From an optimization exercise on the open Yosys and OpenROAD flow, aimed at small area; shortcuts taken in it are not production practice. In this exercise RTL edits were held to simulation tests only and were not proved equivalent to the original. No run shown here takes its clock network from TritonCTS; it comes from the design's own scripts or RTL. The clock input has no modelled driver; a real chip could not lean on it and would need a root buffer or a full tree. No activity file was given, so power comes from the tool's default toggle rates.

===== flow/run.sh =====
#!/bin/bash
# Layout flow: the standard synthesis, then the combinational logic between
# the registers is re-mapped for area with ABC (registers, their names and cell
# types are kept), the re-mapped netlist is proven equivalent to the standard
# one, and the standard ORFS flow lays it out. Each tool's output goes to a log
# file of its own in the work folder.
set -euo pipefail
W=$(pwd)
R=$W/orfs/results/${FLOW_PLATFORM}/temp_display/base
LIB=${FLOW_HOME}/platforms/${FLOW_PLATFORM}/lib/sky130_fd_sc_hd__tt_025C_1v80.lib
YOSYS=yosys
command -v yosys >/dev/null 2>&1 || YOSYS=${FLOW_HOME}/../tools/install/yosys/bin/yosys

bash standard.sh synth > $W/synth.log 2>&1
cp $R/1_2_yosys.v $W/synth_standard.v

# cells the synthesis must not use, as the standard synthesis was told
DU=$(grep -o -- "-dont_use [^ ]*" $(ls $W/orfs/logs/${FLOW_PLATFORM}/temp_display/base/1_2_yosys.log) | sort -u | tr '\n' ' ')
# register and tie cells stay as they are
SEQ=$(grep -o "sky130_fd_sc_hd__[a-z0-9_]*" $W/synth_standard.v | sort -u | grep -E "__(df|edf|sdf|dl|conb)" | tr '\n' ' ')

remap() {  # remap SCRIPT OUT LOG
	cat > $W/remap_$1.ys <<EOY
read_liberty -ignore_miss_func $LIB
setattr -mod -set blackbox 1 $SEQ
read_verilog $W/synth_standard.v
hierarchy -top ${FLOW_TOP}
flatten
opt_clean
abc -liberty $LIB $DU -script $W/flow/$1.abc
opt_clean -purge
hilomap -singleton -hicell sky130_fd_sc_hd__conb_1 HI -locell sky130_fd_sc_hd__conb_1 LO
insbuf -buf sky130_fd_sc_hd__buf_4 A X
splitnets
opt_clean -purge
tee -q -o $W/remap_$1_stat.txt stat -liberty $LIB
write_verilog -noexpr -noattr -nohex -nodec $2
EOY
	$YOSYS -s $W/remap_$1.ys > $3 2>&1
}

prove() {  # prove NETLIST LOG NAME: the netlist does what the standard one does
	cat > $W/prove_$3.ys <<EOY
read_liberty -ignore_miss_func $LIB
setattr -mod -set blackbox 1 $SEQ
read_verilog $W/synth_standard.v
rename ${FLOW_TOP} gold
read_verilog $1
rename ${FLOW_TOP} gate
hierarchy -check
flatten gold gate
opt_clean
equiv_make gold gate equiv
hierarchy -top equiv
equiv_simple
equiv_status -assert
EOY
	$YOSYS -s $W/prove_$3.ys > $2 2>&1
}

area() { grep "Chip area" $1 | awk '{print $NF}'; }

best=$W/synth_standard.v
$YOSYS -p "read_liberty -lib $LIB; read_verilog $W/synth_standard.v; hierarchy -top ${FLOW_TOP}; tee -q -o $W/standard_stat.txt stat -liberty $LIB" > $W/standard_stat.log 2>&1
best_area=$(area $W/standard_stat.txt)
echo "standard synthesis: $best_area" > $W/remap_summary.txt
cands="nfa nfb ama amb"
for s in $cands; do
	remap $s $W/remap_$s.v $W/remap_$s.log &
done
wait || true
for s in $cands; do
	if [[ -s $W/remap_$s.v ]] && grep -q "Chip area" $W/remap_${s}_stat.txt 2>/dev/null && prove $W/remap_$s.v $W/prove_$s.log $s; then
		a=$(area $W/remap_${s}_stat.txt)
		echo "$s: $a (proven)" >> $W/remap_summary.txt
		if awk "BEGIN{exit !($a < $best_area)}"; then best=$W/remap_$s.v; best_area=$a; fi
	else
		echo "$s: failed" >> $W/remap_summary.txt
	fi
done
echo "using $best" >> $W/remap_summary.txt
cp $best $R/1_2_yosys.v
rm -f $R/1_synth.odb $R/1_synth.sdc
# port buffers: the smallest buffer cell; the clock tree that CTS builds is
# replaced by three clkbuf_16, each driving a third of the flip-flops
BP="BUFFER_PORTS_ARGS=-buffer_cell sky130_fd_sc_hd__buf_1"
CTS="CTS_ARGS=-sink_clustering_enable -repair_clock_nets -buf_list sky130_fd_sc_hd__clkbuf_8 -dont_use_dummy_load"
bash standard.sh "$BP" "$CTS" cts > $W/layout_cts.log 2>&1
if IN_ODB=$R/4_1_cts.odb OUT_ODB=$W/clock_rebuilt.odb LIB=$LIB SDC=$R/4_cts.sdc \
	PLATFORM_DIR=${FLOW_HOME}/platforms/${FLOW_PLATFORM} NB=3 BUF=sky130_fd_sc_hd__clkbuf_16 \
	openroad -no_init -exit $W/flow/rebuild_clock.tcl > $W/clock_rebuild.log 2>&1 && [[ -s $W/clock_rebuilt.odb ]]; then
	cp $W/clock_rebuilt.odb $R/4_1_cts.odb
	cp $W/clock_rebuilt.odb $R/4_cts.odb
	echo "clock tree rebuilt" >> $W/remap_summary.txt
else
	echo "clock tree kept" >> $W/remap_summary.txt
fi
bash standard.sh "$BP" "$CTS" finish > $W/layout.log 2>&1

===== flow/ama.abc =====
strash; &get -n; &deepsyn -T 240 -S 1; &put; dch -f; amap; topo

===== flow/amb.abc =====
strash; &get -n; &deepsyn -T 240 -S 3; &put; dch -f; amap; topo

===== flow/nfa.abc =====
strash; &get -n; &deepsyn -T 240 -S 1; &dch -f; &nf -R 1000; &put; topo

===== flow/nfb.abc =====
strash; &get -n; &deepsyn -T 240 -S 2; &dch -f; &nf -R 1000; &put; topo

===== flow/rebuild_clock.tcl =====
# Replace the clock tree that CTS built by NB buffers of type BUF, each driven
# straight from the clock port and driving the flip-flops of one region (the
# flip-flops sorted by x and cut into NB groups of equal size).
read_liberty $::env(LIB)
read_db $::env(IN_ODB)
read_sdc $::env(SDC)
set NB $::env(NB)
set BUF $::env(BUF)
set block [ord::get_db_block]
set db [ord::get_db]
set clkport [$block findBTerm clk]
set clk [$clkport getNet]

# the CTS buffers: instances whose output net is a clock net below clk
set ctsbufs {}
set sinks {}
proc walk {net} {
  global ctsbufs sinks
  foreach it [$net getITerms] {
    if {[$it isInputSignal] || [$it isClocked]} {
      set inst [$it getInst]
      set m [[$inst getMaster] getName]
      if {[regexp {clkbuf|clkinv} $m] && [regexp {^clk} [$inst getName]]} {
        lappend ctsbufs $inst
        foreach o [$inst getITerms] { if {[$o isOutputSignal] && [$o getNet] != "NULL"} { walk [$o getNet] } }
      } else {
        lappend sinks $it
      }
    }
  }
}
walk $clk
puts "CTS buffers: [llength $ctsbufs], sinks: [llength $sinks]"
foreach it $sinks {
  set m [[[$it getInst] getMaster] getName]
  if {![regexp {df} $m]} { puts "unexpected sink [$it getInst] $m"; exit 1 }
}
# remove the old tree
set oldnets {}
foreach inst $ctsbufs {
  foreach it [$inst getITerms] {
    set n [$it getNet]
    if {$n != "NULL" && [$n getName] != "clk" && [lsearch $oldnets $n] < 0} { lappend oldnets $n }
    $it disconnect
  }
  odb::dbInst_destroy $inst
}
foreach it $sinks { $it disconnect }
foreach n $oldnets { odb::dbNet_destroy $n }
# group the sinks by location: split on x into NB groups of equal size
set pts {}
foreach it $sinks {
  set inst [$it getInst]
  set loc [$inst getLocation]
  lappend pts [list [lindex $loc 0] [lindex $loc 1] $it]
}
set pts [lsort -integer -index 0 $pts]
set n [llength $pts]
set master [$db findMaster $BUF]
for {set g 0} {$g < $NB} {incr g} {
  set lo [expr {$g * $n / $NB}]
  set hi [expr {($g + 1) * $n / $NB - 1}]
  set grp [lrange $pts $lo $hi]
  # within the group, sort by y (keeps groups compact for 1-D splits)
  set sx 0; set sy 0
  foreach p $grp { incr sx [lindex $p 0]; incr sy [lindex $p 1] }
  set cx [expr {$sx / [llength $grp]}]
  set cy [expr {$sy / [llength $grp]}]
  set inst [odb::dbInst_create $block $master "clkbuf_leaf_$g"]
  $inst setLocation $cx $cy
  $inst setPlacementStatus PLACED
  set net [odb::dbNet_create $block "clknet_leaf_$g"]
  $net setSigType CLOCK
  foreach it [$inst getITerms] {
    set mt [[$it getMTerm] getName]
    if {$mt == "A"} { $it connect $clk }
    if {$mt == "X"} { $it connect $net }
  }
  foreach p $grp { [lindex $p 2] connect $net }
  puts "group $g: [llength $grp] sinks, buffer at $cx $cy"
}
detailed_placement
check_placement -verbose
source $::env(PLATFORM_DIR)/setRC.tcl
set_propagated_clock [all_clocks]
estimate_parasitics -placement
set mx 0
foreach pin [get_pins -hierarchical */CLK] { set s [get_property $pin slew_max]; if {$s > $mx} {set mx $s} }
puts "MAXCLKSLEW $mx"
report_worst_slack -max
report_worst_slack -min
report_clock_skew
if {$mx > 0.115e-9 && $mx > 0.115} { puts "clock slew too high, tree not replaced"; exit 1 }
write_db $::env(OUT_ODB)

===== standard.sh =====
#!/bin/bash
# synth_recipe.tcl (not shown) runs the flow's synth.tcl, then flattens the netlist and writes it again
# the make line also repeats each setting of config.mk as NAME=value (left out here)
make -C /OpenROAD-flow-scripts/flow DESIGN_CONFIG=/design/flow/config.mk WORK_HOME=/design/flow/orfs CLKGATE_MAP_FILE= SYNTH_SCRIPT=/design/flow/synth_recipe.tcl "${@:-finish}"

===== config.mk =====
export PLATFORM = sky130hd
export DESIGN_NAME = temp_display
export DESIGN_NICKNAME = temp_display
export VERILOG_FILES = /design/flow/design.v
export SDC_FILE = /design/flow/constraint.sdc
export NUM_CORES = 4
export LEC_CHECK = 0
export CAP_MARGIN = 20
export CORE_MARGIN = 2
export CORE_UTILIZATION = 40
export CTS_BUF_LIST = sky130_fd_sc_hd__clkbuf_8
export GPL_TIMING_DRIVEN = 0
export SLEW_MARGIN = 20

===== constraint.sdc =====
create_clock -name core_clock -period 10.0 [get_ports {clk}]
set_input_delay 2.0000 -clock core_clock [delete_from_list [all_inputs] [get_ports {clk}]]
set_output_delay 2.0000 -clock core_clock [all_outputs]
set_load 0.01 [all_outputs]

===== design.v =====
`timescale 1ns / 1ps
module i2cMaster(clk, reset, scl, sda, scl_int, sda_int, hT, tT, shift_en, sbit, wr16, wrh, wrt, wrn);
input clk, reset;
input scl, sda;  
output reg scl_int, sda_int;  
input [1:0] hT;   
input [3:0] tT;
output shift_en;  
output sbit;      
output wr16, wrh, wrt, wrn;  
localparam CW = 10;  
localparam [5:0] K_DEAD = 6'd0, K_START = 6'd1, K_WSTOP = 6'd38, K_RSTOP = 6'd48,
	K_SEEN = 6'd49, K_C12 = 6'd50, K_H = 6'd51, K_T = 6'd52, K_W15 = 6'd53,
	K_W16 = 6'd54, K_W17 = 6'd55, K_W18 = 6'd56, K_W19 = 6'd57, K_W5 = 6'd58,
	K_WAIT = 6'd59, K_GO = 6'd60;
reg [CW-1:0] count;
reg stretch;
reg [5:0] k;
reg rd;    
wire z8   = (count[CW-3:0] == 0);
wire ne   = z8 & (count[CW-1:CW-2] == 2'd0);
wire wbit = z8 & (count[CW-1:CW-2] == 2'd1);
wire pe   = z8 & (count[CW-1:CW-2] == 2'd2);
wire rbit = z8 & (count[CW-1:CW-2] == 2'd3);
wire win  = count[CW-1] & ~count[CW-2] & ~z8;  
wire idle = scl & sda;
localparam P_NONE = 3'd0, P_START = 3'd1, P_SEND = 3'd2, P_ACK = 3'd3,
           P_SR = 3'd4, P_READ = 3'd5, P_MACK = 3'd6, P_STOP = 3'd7;
reg [2:0] pk;    
reg txbit;       
reg last;        
always @(*) begin
	txbit = 1'b0; last = 1'b0;
	if (k == 6'd0 || k > K_RSTOP) pk = P_NONE;
	else if (k == 6'd1) pk = P_START;
	else if (k <= 6'd9) begin            
		pk = P_SEND; txbit = (k == 6'd4) | (k == 6'd5); last = (k == 6'd9);
	end else if (k == 6'd10) begin pk = P_ACK; last = 1'b1; end
	else if (k <= 6'd18) begin           
		pk = P_SEND; txbit = (k == 6'd18) | ((k == 6'd16) & rd); last = (k == 6'd18);
	end else if (k == 6'd19) begin pk = P_ACK; last = 1'b1; end
	else if (~rd) begin                  
		if (k == 6'd28) begin pk = P_ACK; last = 1'b1; end
		else if (k == 6'd37) pk = P_ACK;
		else if (k == 6'd38) pk = P_STOP;
		else if (k < 6'd38) begin pk = P_SEND; last = (k == 6'd27) | (k == 6'd36); end
		else pk = P_NONE;
	end else begin                       
		if (k == 6'd20) pk = P_SR;
		else if (k <= 6'd28) begin       
			pk = P_SEND; txbit = (k == 6'd23) | (k == 6'd24) | (k == 6'd28); last = (k == 6'd28);
		end else if (k == 6'd29) begin pk = P_ACK; last = 1'b1; end
		else if (k == 6'd38) begin pk = P_MACK; last = 1'b1; end
		else if (k == 6'd47) pk = P_MACK;
		else if (k == 6'd48) pk = P_STOP;
		else pk = P_READ;
	end
end
assign sbit = (k == 6'd33);
assign shift_en = rd & rbit & (((k >= 6'd33) & (k <= 6'd37)) | ((k >= 6'd39) & (k <= 6'd42)));
assign wr16 = (k == K_W16);
assign wrh = (k == K_W17);
assign wrt = (k == K_W18);
assign wrn = (k == K_W19);
wire hdone = (k == K_H) & (count[1:0] == hT);
wire tdone = (k == K_T) & (count[3:0] == tT);
wire run = (pk != P_NONE) | ((k == K_H) & ~hdone) | (k == K_T);
always @(posedge clk)
	if (reset | ~run)
		count <= 0;
	else if (!stretch)
		count <= count + 1'b1;
always @(posedge clk)
	if (reset)
		stretch <= 1'b0;
	else if (win)
		stretch <= ~scl;
always @(posedge clk)
if (reset) begin
	scl_int <= 1'b1; sda_int <= 1'b1; k <= K_WAIT; rd <= 1'b0;
end else
	case (pk)
	P_NONE:
		case (k)
		K_DEAD: ;
		K_GO: k <= idle ? K_START : K_DEAD;
		K_H: if (hdone) k <= K_T;
		K_T: if (tdone) k <= K_W15;
		default: k <= k + 1'b1;    
		endcase
	P_START: if (rbit) sda_int <= 1'b0;
	         else if (ne & ~sda_int) begin scl_int <= 1'b0; k <= k + 1'b1; end
	P_SR: if (wbit) scl_int <= 1'b1;
	      else if (rbit) sda_int <= 1'b0;
	      else if (ne & ~sda) begin scl_int <= 1'b0; k <= k + 1'b1; end
	P_STOP: if (pe) scl_int <= 1'b1;
	        else if (rbit) sda_int <= 1'b1;
	        else if (ne) begin
	        	scl_int <= 1'b1; sda_int <= 1'b1;
	        	if (rd) k <= K_SEEN;
	        	else begin k <= K_WAIT; rd <= 1'b1; end
	        end
	default: begin  
		if (wbit) begin
			if (pk == P_SEND) sda_int <= txbit;
			else if (pk == P_MACK) sda_int <= ~last;    
		end else if (pe) scl_int <= 1'b1;
		else if (ne) begin
			scl_int <= 1'b0; k <= k + 1'b1;
			if (last) sda_int <= 1'b1;
			else if (pk == P_ACK | pk == P_MACK) sda_int <= 1'b0;   
		end
	end
	endcase
endmodule
`timescale 1ns / 1ps
module controller(clk, reset, shift_en, sbit, sda, wr16, wrh, wrt, wrn, hT, tT, dh, dt, dn, v16);
input clk, reset;
input shift_en, sbit, sda;  
input wr16, wrh, wrt, wrn;  
output [1:0] hT;        
output [3:0] tT;
output reg [1:0] dh;    
output reg [3:0] dt;    
output reg [3:0] dn;    
output reg v16;         
reg sign;
reg [1:0] wh;
reg [3:0] wt, wo;
wire b = sda ^ sign;
wire o9 = (wo == 4'd9);
wire t9 = (wt == 4'd9);
wire w255 = wh[1] & (wt == 4'd5) & (wo == 4'd5);
wire inc = sign & ~w255;
assign hT = w255 & sign ? 2'd0 : wh + (inc & o9 & t9);
assign tT = w255 & sign ? 4'd0 : (inc & o9) ? (t9 ? 4'd0 : wt + 1'b1) : wt;
wire [3:0] oT = w255 & sign ? 4'd0 : inc ? (o9 ? 4'd0 : wo + 1'b1) : wo;
wire [3:0] oa = (wo > 4'd4) ? wo + 4'd3 : wo;
wire [3:0] ta = (wt > 4'd4) ? wt + 4'd3 : wt;
always @(posedge clk)
	if (shift_en) begin
		if (sbit) begin
			sign <= sda; wh <= 2'd0; wt <= 4'd0; wo <= 4'd0;
		end else begin
			wh <= {wh[0], ta[3]}; wt <= {ta[2:0], oa[3]}; wo <= {oa[2:0], b};
		end
	end
always @(posedge clk)
if (reset) begin
	dh <= 2'd3; dt <= 4'd14; dn <= 4'd14; v16 <= 1'b0;
end else begin
	if (wr16) v16 <= 1'b1;
	if (wrh) dh <= hT;
	if (wrt) dt <= tT;
	if (wrn) dn <= oT;
end
endmodule
`timescale 1ns / 1ps
module LCDI(clk, reset, dh, dt, dn, v16, dataout, control);
input clk, reset;
input [1:0] dh;   
input [3:0] dt;   
input [3:0] dn;   
input v16;        
output reg [3:0] dataout;
output [2:0] control;  
localparam M_INIT = 2'd0, M_CFG = 2'd1, M_LINE = 2'd2, M_CHAR = 2'd3;
reg [1:0] mode;
reg [3:0] ph;
reg [10:0] delay;
reg [4:0] idx;     
reg [3:0] DR;      
wire dz  = (delay == 11'h7FF);
wire m0  = (mode == M_INIT);
wire lng = m0 & (ph == 4'd1 | ph == 4'd3 | ph == 4'd5 | ph == 4'd10 | ph == 4'd13);
wire rep = dz & lng & ({DR, idx} != 9'd0);    
wire adv = (dz & ~rep) | (m0 & (ph == 4'd0));
reg [3:0] clo;
always @(*)
	case (idx)
	5'd0:  clo = (dh == 2'd3) ? 4'hE : {2'b00, dh};
	5'd1:  clo = dt;
	5'd2:  clo = dn;
	5'd16: clo = v16 ? 4'h9 : 4'hE;
	default: clo = 4'hE;
	endcase
reg [3:0] cmdlo;
always @(*)
	case (idx[1:0])
	2'd0: cmdlo = 4'h8;
	2'd1: cmdlo = 4'h6;
	2'd2: cmdlo = 4'hC;
	default: cmdlo = 4'h1;
	endcase
reg [3:0] hi, lo;
always @(*) begin
	case (mode)
	M_CFG:  hi = {2'b00, idx[1:0] == 2'd0, 1'b0};
	M_LINE: hi = {1'b1, idx[4], 2'b00};
	default: hi = (DR == 4'hE) ? 4'hF : {1'b0, idx[4], ~idx[4], ~idx[4]};
	endcase
	case (mode)
	M_CFG:  lo = cmdlo;
	M_LINE: lo = 4'h0;
	default: lo = DR;
	endcase
end
reg [1:0] nmode;
reg [3:0] nph;
always @(*) begin
	nmode = mode; nph = ph + 1'b1;
	if (m0)
		case (ph)
		4'd9:  begin nmode = M_CFG; nph = 4'd0; end
		4'd11, 4'd13: begin nmode = M_LINE; nph = 4'd0; end
		4'd12: if (idx != 5'd0) begin nmode = M_LINE; nph = 4'd0; end
		default: ;
		endcase
	else if (ph == 4'd0) begin
		if (mode == M_CFG && idx == 5'd0) begin nmode = M_INIT; nph = 4'd10; end
	end else if (ph == 4'd9) begin
		nph = 4'd0;
		if (mode == M_LINE) nmode = M_CHAR;
		else if (mode == M_CHAR && (idx[3:0] == 4'd15)) begin nmode = M_INIT; nph = 4'd12; end
	end
end
reg [10:0] nd;
reg [8:0] nc;
always @(*) begin
	nc = 9'd137;
	if (nmode == M_INIT)
		case (nph)
		4'd1: nd = 11'h7FF;
		4'd3: begin nd = 11'h281; nc = 9'd410; end
		4'd5: begin nd = 11'h281; nc = 9'd510; end
		4'd7, 4'd9: nd = 11'h7FB;
		4'd10: begin nd = 11'h7FF; nc = 9'd471; end
		4'd13: begin nd = 11'h7FF; nc = 9'd12; end
		4'd2, 4'd4, 4'd6, 4'd8: nd = 11'h266;
		default: nd = 11'h7FF;
		endcase
	else
		case (nph)
		4'd2, 4'd4, 4'd6, 4'd8: nd = 11'h1FF;
		4'd3, 4'd7: nd = 11'h266;
		4'd5: nd = 11'h28B;
		4'd9: nd = 11'h7FB;
		default: nd = 11'h7FF;
		endcase
end
assign control[2] = m0 ? (ph == 4'd2 | ph == 4'd4 | ph == 4'd6 | ph == 4'd8)
                       : (ph == 4'd3 | ph == 4'd7);
assign control[1] = (mode == M_CHAR) & (ph == 4'd2 | ph == 4'd3 | ph == 4'd4 |
                                        ph == 4'd6 | ph == 4'd7 | ph == 4'd8);
assign control[0] = 1'b0;
always @(posedge clk)
	delay <= adv ? nd : rep ? 11'h7F6 : {delay[9:0], delay[10] ^ delay[8]};
wire nlng = (nmode == M_INIT) & (nph == 4'd1 | nph == 4'd3 | nph == 4'd5 | nph == 4'd10 | nph == 4'd13);
always @(posedge clk)
	if (rep) {DR, idx} <= {DR, idx} + 1'b1;
	else if (adv) begin
		if (m0 & (ph == 4'd9)) idx <= 5'd28;
		else if (nlng) {DR, idx} <= nc;
		else if (~m0 & (ph == 4'd0)) DR <= clo;
		else if (~m0 & (ph == 4'd9) & (mode != M_LINE)) idx <= idx + 1'b1;
	end
always @(posedge clk)
if (reset) begin
	mode <= M_INIT; ph <= 4'd0; dataout <= 4'd0;
end else if (adv) begin
	mode <= nmode; ph <= nph;
	if (m0) begin
		if (ph == 4'd1 | ph == 4'd3 | ph == 4'd5) dataout <= 4'h3;
		else if (ph == 4'd7) dataout <= 4'h2;
	end else begin
		if (ph == 4'd1) dataout <= hi;
		else if (ph == 4'd5) dataout <= lo;
	end
end
endmodule
`timescale 1ns / 1ps
module temp_display(clk, reset, dataout, control, scl_in, sda_in, scl_out, sda_out);
input clk, reset;
input scl_in, sda_in;     
output scl_out, sda_out;  
output [3:0] dataout;
output [2:0] control;
wire shift_en, sbit, wr16, wrh, wrt, wrn;
wire [1:0] hT, dh;
wire [3:0] tT, dt, dn;
wire v16;
i2cMaster I2c(.clk(clk), .reset(reset), .scl(scl_in), .sda(sda_in),
              .scl_int(scl_out), .sda_int(sda_out), .hT(hT), .tT(tT), .shift_en(shift_en), .sbit(sbit),
              .wr16(wr16), .wrh(wrh), .wrt(wrt), .wrn(wrn));
controller Control(.clk(clk), .reset(reset), .shift_en(shift_en), .sbit(sbit), .sda(sda_in),
                   .wr16(wr16), .wrh(wrh), .wrt(wrt), .wrn(wrn), .hT(hT), .tT(tT),
                   .dh(dh), .dt(dt), .dn(dn), .v16(v16));
LCDI display(.clk(clk), .reset(reset), .dh(dh), .dt(dt), .dn(dn), .v16(v16),
             .dataout(dataout), .control(control));
endmodule

==> qor.json, run 1 <==
{
  "multi_input_comb_area_mm2": 0.00218,
  "fin_util": 0.437,
  "setup-tns-final_ns": 0,
  "grt.total_usage": 0.180,
  "fp.dieArea_mm2": 0.0106,
  "post_drt_wl_per_cell_um": 14.0,
  "r2r-start": "Control.wo[2]",
  "finalWirelength_um": 8890,
  "ff2ff_setup_slack_ns": 6.09,
  "postSynthNetCount": 492,
  "worst_ir_drop_vdd_v": 0.000127,
  "mappedNetlistArea_mm2": 0.00391,
  "min_delay_path_depth": 2,
  "vias": 3526,
  "core_area_mm2": 0.00964,
  "vertical_extent_of_the_die_um": 103,
  "critPathKind": "register to register",
  "insertion_delay_ns": 0.16,
  "layout.filler_cells": 1012,
  "drv.max_cap_violation_count": 0,
  "grt_antenna_before_repair": 0,
  "period_share": 0.391,
  "placement.io_buffers": 11,
  "dr.first_iter.drc_count": 175,
  "rows": 36,
  "tightestPinTransition_ns": 1.00,
  "routed_via_density": 5.54,
  "layout-drive-gt1-share": 0.0239,
  "drt_pass1_iterations": 5,
  "power_leakage_nw": 1.42,
  "hold_start": "display.delay[4]",
  "areaGrowthSynthToFinish_pct": 7.72,
  "die_w_um": 103,
  "syn-instance-count": 488,
  "hpwl_um": 6760,
  "gp_congestion": 0.901,
  "cts.sinks": 72,
  "run_status": "timing/DRC/antenna clean",
  "drc": 0,
  "worst-path-max-fanout": 6,
  "drt.antenna.violating_nets": 0,
  "worst-r2r-cell-count": 14,
  "final_min_period_ns": 3.91,
  "num_io_pins": 13,
  "via_count_of_the_first_global_routing_pass": 3359,
  "critPathArrivalTime_ns": 3.97,
  "skew_ns": 0.0106,
  "grt.overflow.total": 0,
  "final-seq-area_mm2": 0.00164,
  "postCtsResizedCells": 0,
  "hold_viol_final": 0,
  "worst_ep_required_time_ns": 10.06,
  "initial_utilization": 0.405,
  "grt_start_max_net_pins": 25,
  "clk_pin_slew_worst_paths_ns": 0.09,
  "fin_area_mm2": 0.00421,
  "cts.repair_timing.setup_buffer_count": 0,
  "syn_avg_cell_area_um2": 8.00,
  "worst_setup_path_end_kind": "register",
  "worst_min_path_class": "register to register",
  "final_nets": 509,
  "fmax_ghz": 0.256,
  "r2r_end": "I2c.k[4]",
  "slew_headroom": 0.327,
  "min_to": "display.delay[5]",
  "final_max_slew_viol_count": 0,
  "worst_setup_path_start_kind": "register",
  "grt_setup_unrepaired": "no",
  "global_route_wire_length_before_repair_um": 15500,
  "placed_area_mm2": 0.00413,
  "ys_warn_count": 3,
  "antennaDiodeCount": 0,
  "number_of_endpoints_failing_setup_at_the_final_stage": 0,
  "p_per_area_mw_per_mm2": 239,
  "ctsHoldBuffers": 0
}
-- worst max-delay path, cell delays in order, from the launching register on --
cell	delay, ns
edfxtp_1	0.47
nor2b_1	0.36
and3_1	0.29
nand2_1	0.09
nand2_1	0.12
nand2_1	0.08
nor4_1	0.42
a21oi_1	0.16
a21oi_1	0.27
xnor2_1	0.09
o21ai_0	0.23
a21boi_0	0.43
a21boi_0	0.53
nand3b_1	0.14
o31a_1	0.13
-- sequential cells by signal, indices dropped and copies added, names as in the netlist --
register         cells
Control.dh           2
Control.dn           4
Control.dt           4
Control.sign         1
Control.v16          1
Control.wh           2
Control.wo           4
Control.wt           4
I2c.count           10
I2c.k                6
I2c.rd               1
I2c.scl_int          1
I2c.sda_int          1
I2c.stretch          1
display.DR           4
display.dataout      4
display.delay       11
display.idx          5
display.mode         2
display.ph           4
-- report_power, final --
| group | switching (mW) | internal [mW] | leakage, nW |
|---|---|---|---|
| combinational | 0.248 | 0.156 | 0.775 |
| clock | 0.0716 | 0.0550 | 0.0370 |
| sequential | 0.0938 | 0.379 | 0.609 |
-- per-stage QoR --
stage,cells,setup slack [ns],power [mW],hold WS (ns)
floorplan,488,6.73,0.768,0.420
global placement,632,5.98,0.871,0.426
CTS,642,6.04,1.06,0.439
finish,636,6.09,1.00,0.441
global route,636,5.65,1.09,0.474
detailed placement,633,5.97,0.878,0.430
-- area by class of cell --
| type | instances | area share |
|---|---|---|
| multi-input combinational | 396 | 0.518 |
| sequential | 72 | 0.390 |
| tap | 133 | 0.0395 |
| buffer | 8 | 0.0268 |
| inverter | 15 | 0.0134 |
| timing repair buffer | 12 | 0.0119 |
-- layer usage --
layer	GRT usage	up-vias	part of all wire
li1	-	1808	-
met1	0.244	1641	0.49
met2	0.301	67	0.47
met3	0.0237	10	0.029
met4	0.0516	0	0.014
met5	0	-	0
-- layout by cell type (no fill, tap or decap), drive strengths merged, types with 7 or more instances in the layout --
master   n
nand2   56
dfxtp   52
nor3    26
buf     16
nand3   12
nor2    71
nor4     9
nand4    7
a21o     7
edfxtp  20
nand2b   9
a211oi   7
o21ai   32
clkinv  15
a21oi   54
xnor2   19
or2      7
-- how the worst max path moves through the flow --
stage	start	endpoint	depth (start not counted)
final	Control.wo[2]	I2c.k[4]	14
after detailed placement	reset	Control.dn[3]	6
after floorplan	sda_in	I2c.k[4]	8
after global routing	Control.wo[2]	I2c.k[4]	14
after CTS	display.ph[2]	control[2]	6
after global placement	reset	Control.dn[3]	6
==> run 2, diff against run 1 <==
--- a/flow/run.sh
+++ b/flow/run.sh
@@ -1,8 +1,10 @@
 #!/bin/bash
 # Layout flow: the standard synthesis, then the combinational logic between
-# the registers is re-mapped for area with ABC (registers, their names and cell
-# types are kept), the re-mapped netlist is proven equivalent to the standard
-# one, and the standard ORFS flow lays it out. Each tool's output goes to a log
-# file of its own in the work folder.
+# the registers is re-mapped for area with ABC (&deepsyn from four seeds, in
+# parallel; registers, their names and cell types are kept), each re-mapped
+# netlist is proven equivalent to the standard one with Yosys and the smallest
+# is kept, and the standard ORFS flow lays it out, with the smallest buffer on
+# the ports and a clock tree of three clkbuf_16 in place of the one CTS builds.
+# Each tool's output goes to a log file of its own in the work folder.
 set -euo pipefail
 W=$(pwd)
@@ -65,5 +67,5 @@
 best_area=$(area $W/standard_stat.txt)
 echo "standard synthesis: $best_area" > $W/remap_summary.txt
-cands="nfa nfb ama amb"
+cands="nf1 nf2 nf3 nf4"
 for s in $cands; do
 	remap $s $W/remap_$s.v $W/remap_$s.log &
==> flow/nf1.abc (new file) <==
strash; &get -n; &deepsyn -T 540 -S 1; &dch -f; &nf -R 1000; &put; topo
==> flow/nf2.abc (new file) <==
strash; &get -n; &deepsyn -T 540 -S 2; &dch -f; &nf -R 1000; &put; topo
==> flow/nf3.abc (new file) <==
strash; &get -n; &deepsyn -T 540 -S 3; &dch -f; &nf -R 1000; &put; topo
==> flow/nf4.abc (new file) <==
strash; &get -n; &deepsyn -T 540 -S 4; &dch -f; &nf -R 1000; &put; topo
removed: flow/ama.abc
removed: flow/amb.abc
removed: flow/nfa.abc
removed: flow/nfb.abc
==> qor.json, run 2 <==
{
  "run_status": "timing/DRC/antenna clean",
  "drt.antenna.violating_nets": 0,
  "layout.cells.most_common_list": "76 x nor2_1, 52 x dfxtp_1, 48 x a21oi_1",
  "power.switching_fraction": 0.422,
  "fmax_ghz": 0.245,
  "die_w_um": 103,
  "final_max_slew_viol_count": 0,
  "tightestPinTransition_ns": 1.09,
  "areaGrowthSynthToFinish_pct": 7.85,
  "dp_slack_ns": 5.71,
  "drc": 0,
  "drv.max_cap_violation_count": 0,
  "rows": 35,
  "postCtsResizedCells": 0,
  "post_drt_wl_per_cell_um": 15.2,
  "placed_area_mm2": 0.00412,
  "skew_ns": 0.0106,
  "num_io_pins": 13,
  "worst-path-max-fanout": 16,
  "vias": 3654,
  "crit_buf_inv": 2,
  "gp_congestion": 0.938,
  "power.switching_mw": 0.441,
  "totalPowerFinal_mw": 1.05,
  "critPathArrivalTime_ns": 2.08,
  "part_of_the_power_in_combinational_logic": 0.410,
  "setup-tns-final_ns": 0,
  "grt_antenna_before_repair": 0,
  "worst_setup_path_end_kind": "output pin",
  "ctsHoldBuffers": 0,
  "cp_max_stage_cell": "dfxtp_1",
  "cts.sinks": 72,
  "critical_path.cell_chain": "clkinv_1 -> nand3_1 -> nand3_1 -> a21oi_1 -> buf_1",
  "insertion_delay_ns": 0.16,
  "dr.first_iter.drc_count": 312,
  "slew_headroom": 0.276,
  "hpwl_um": 7160,
  "setup_ws_ns": 5.92,
  "syn_avg_cell_area_um2": 8.03,
  "p_per_area_mw_per_mm2": 249,
  "power_leakage_nw": 1.40,
  "vertical_extent_of_the_die_um": 103,
  "worst_setup_path_start_kind": "register",
  "clk_pin_slew_worst_paths_ns": 0.10,
  "place.detailed.instances": 626,
  "final_nets": 506,
  "routed_via_density": 5.81,
  "via_count_of_the_first_global_routing_pass": 3474,
  "largest_register": "display.delay",
  "finalWirelength_um": 9580,
  "layout_top_registers": "display.delay (11), I2c.count (10), I2c.k (6)",
  "finalNonFillerCells": 629,
  "largest_register_ff_count": 11,
  "crit_family": "flip-flops",
  "placement.io_buffers": 11,
  "antennaDiodeCount": 0,
  "timing.critical_path.slowest_cell_delay_ns": 0.68,
  "initial_utilization": 0.417,
  "fin_util": 0.450,
  "fraction_of_power_consumed_by_the_clock_network": 0.125,
  "mappedNetlistArea_mm2": 0.00389,
  "cell_internal_pwr_mw": 0.604,
  "worst_ep_required_time_ns": 8.00,
  "sequentialPowerShare": 0.465,
  "worst_ir_drop_vdd_v": 0.000197,
  "drt_pass1_iterations": 5,
  "layout-drive-gt1-share": 0.0240,
  "grt_start_max_net_pins": 25,
  "leading_cell_type_in_the_layout_fill_and_taps_excluded": "nor2_1",
  "final_worst_hold_slack_ns": 0.466,
  "worst_path_most_repeated_cell": "nand3_1",
  "postSynthNetCount": 488,
  "ys_warn_count": 3,
  "period_share": 0.408,
  "fin_area_mm2": 0.00419,
  "cts.repair_timing.setup_buffer_count": 0,
  "fp.dieArea_mm2": 0.0105,
  "number_of_endpoints_failing_setup_at_the_final_stage": 0,
  "grt.overflow.total": 0,
  "critPathKind": "register to output pin",
  "worst_min_path_class": "register to register",
  "final_min_period_ns": 4.08,
  "global_route_wire_length_before_repair_um": 16800,
  "grt.total_usage": 0.194,
  "syn-instance-count": 484,
  "grt_setup_unrepaired": "no",
  "hold_viol_final": 0,
  "core_area_mm2": 0.00933
}
-- run 2: final cells by class --
| class | count | area [µm²] |
|---|---|---|
| fillers | 949 | 5130 |
| multi-input cells | 391 | 2160 |
| flip-flops and latches | 72 | 1640 |
| well taps | 129 | 161 |
| plain buffers | 8 | 113 |
| inverters | 16 | 60.1 |
| repair buffers | 13 | 56.3 |
-- run 2: final timing paths --
check        slack (ns)                 end          startpoint  cells past startpoint
min reg2reg        0.47  display.dataout[1]  display.dataout[1]                      1
max                5.92          control[2]       display.ph[2]                      5
min                0.47  display.dataout[1]  display.dataout[1]                      1
max reg2reg        6.21       display.DR[2]      display.idx[0]                      8
-- run 2: worst register-to-register path: cells and delay by family (launching register included) --
family          cells  cell delay (ns)
flops               1             0.58
simple gates        7             2.70
compound gates      1             0.28
-- run 2: power by group through the flow --
stage / Clock (mW) / Sequential [mW] / Combinational (mW)
after floorplan: 0 / 0.461 / 0.325
after global placement: 0 / 0.489 / 0.415
after detailed placement: 0 / 0.491 / 0.421
after CTS: 0.181 / 0.485 / 0.423
after global routing: 0.144 / 0.501 / 0.488
final: 0.131 / 0.486 / 0.428
-- run 2: layer usage --
| metal | track usage | part of all wire | vias up |
|---|---|---|---|
| met2 | 0.311 | 0.45 | 126 |
| met4 | 0.0267 | 0.0025 | 0 |
| li1 | - | - | 1798 |
| met5 | 0 | 0 | - |
| met3 | 0.0278 | 0.057 | 5 |
| met1 | 0.285 | 0.49 | 1725 |

## port drivers added, routing unchanged
No port has a modelled driver above. Below, the same layouts with a new extraction and two added sets of constraints. Step 1 (the two cells are an assumption about what drives the block):
set clk [get_ports {clk}]
set_driving_cell -lib_cell sky130_fd_sc_hd__clkbuf_16 $clk
set_driving_cell -lib_cell sky130_fd_sc_hd__buf_2 [delete_from_list [all_inputs] $clk]
Step 2 times the ports against the registers' clock, not the clock port: input delays grow and output delays shrink by t, the midpoint of the rising clock arrivals with the driver on. Three values: no drivers, after step 1, after step 2; two values: the first two.
run | t, ns | setup slack, ns | worst setup path after step 2
run 1 | 0.216 | 6.089 / 6.089 / 6.089 | register to register
run 2 | 0.216 | 5.923 / 5.866 / 5.808 | input to register
After both steps every run listed still meets setup and hold. For run 2, which loses most, drivers alone change the setup slack by -0.057 ns; drivers and shift together by -0.115 ns.
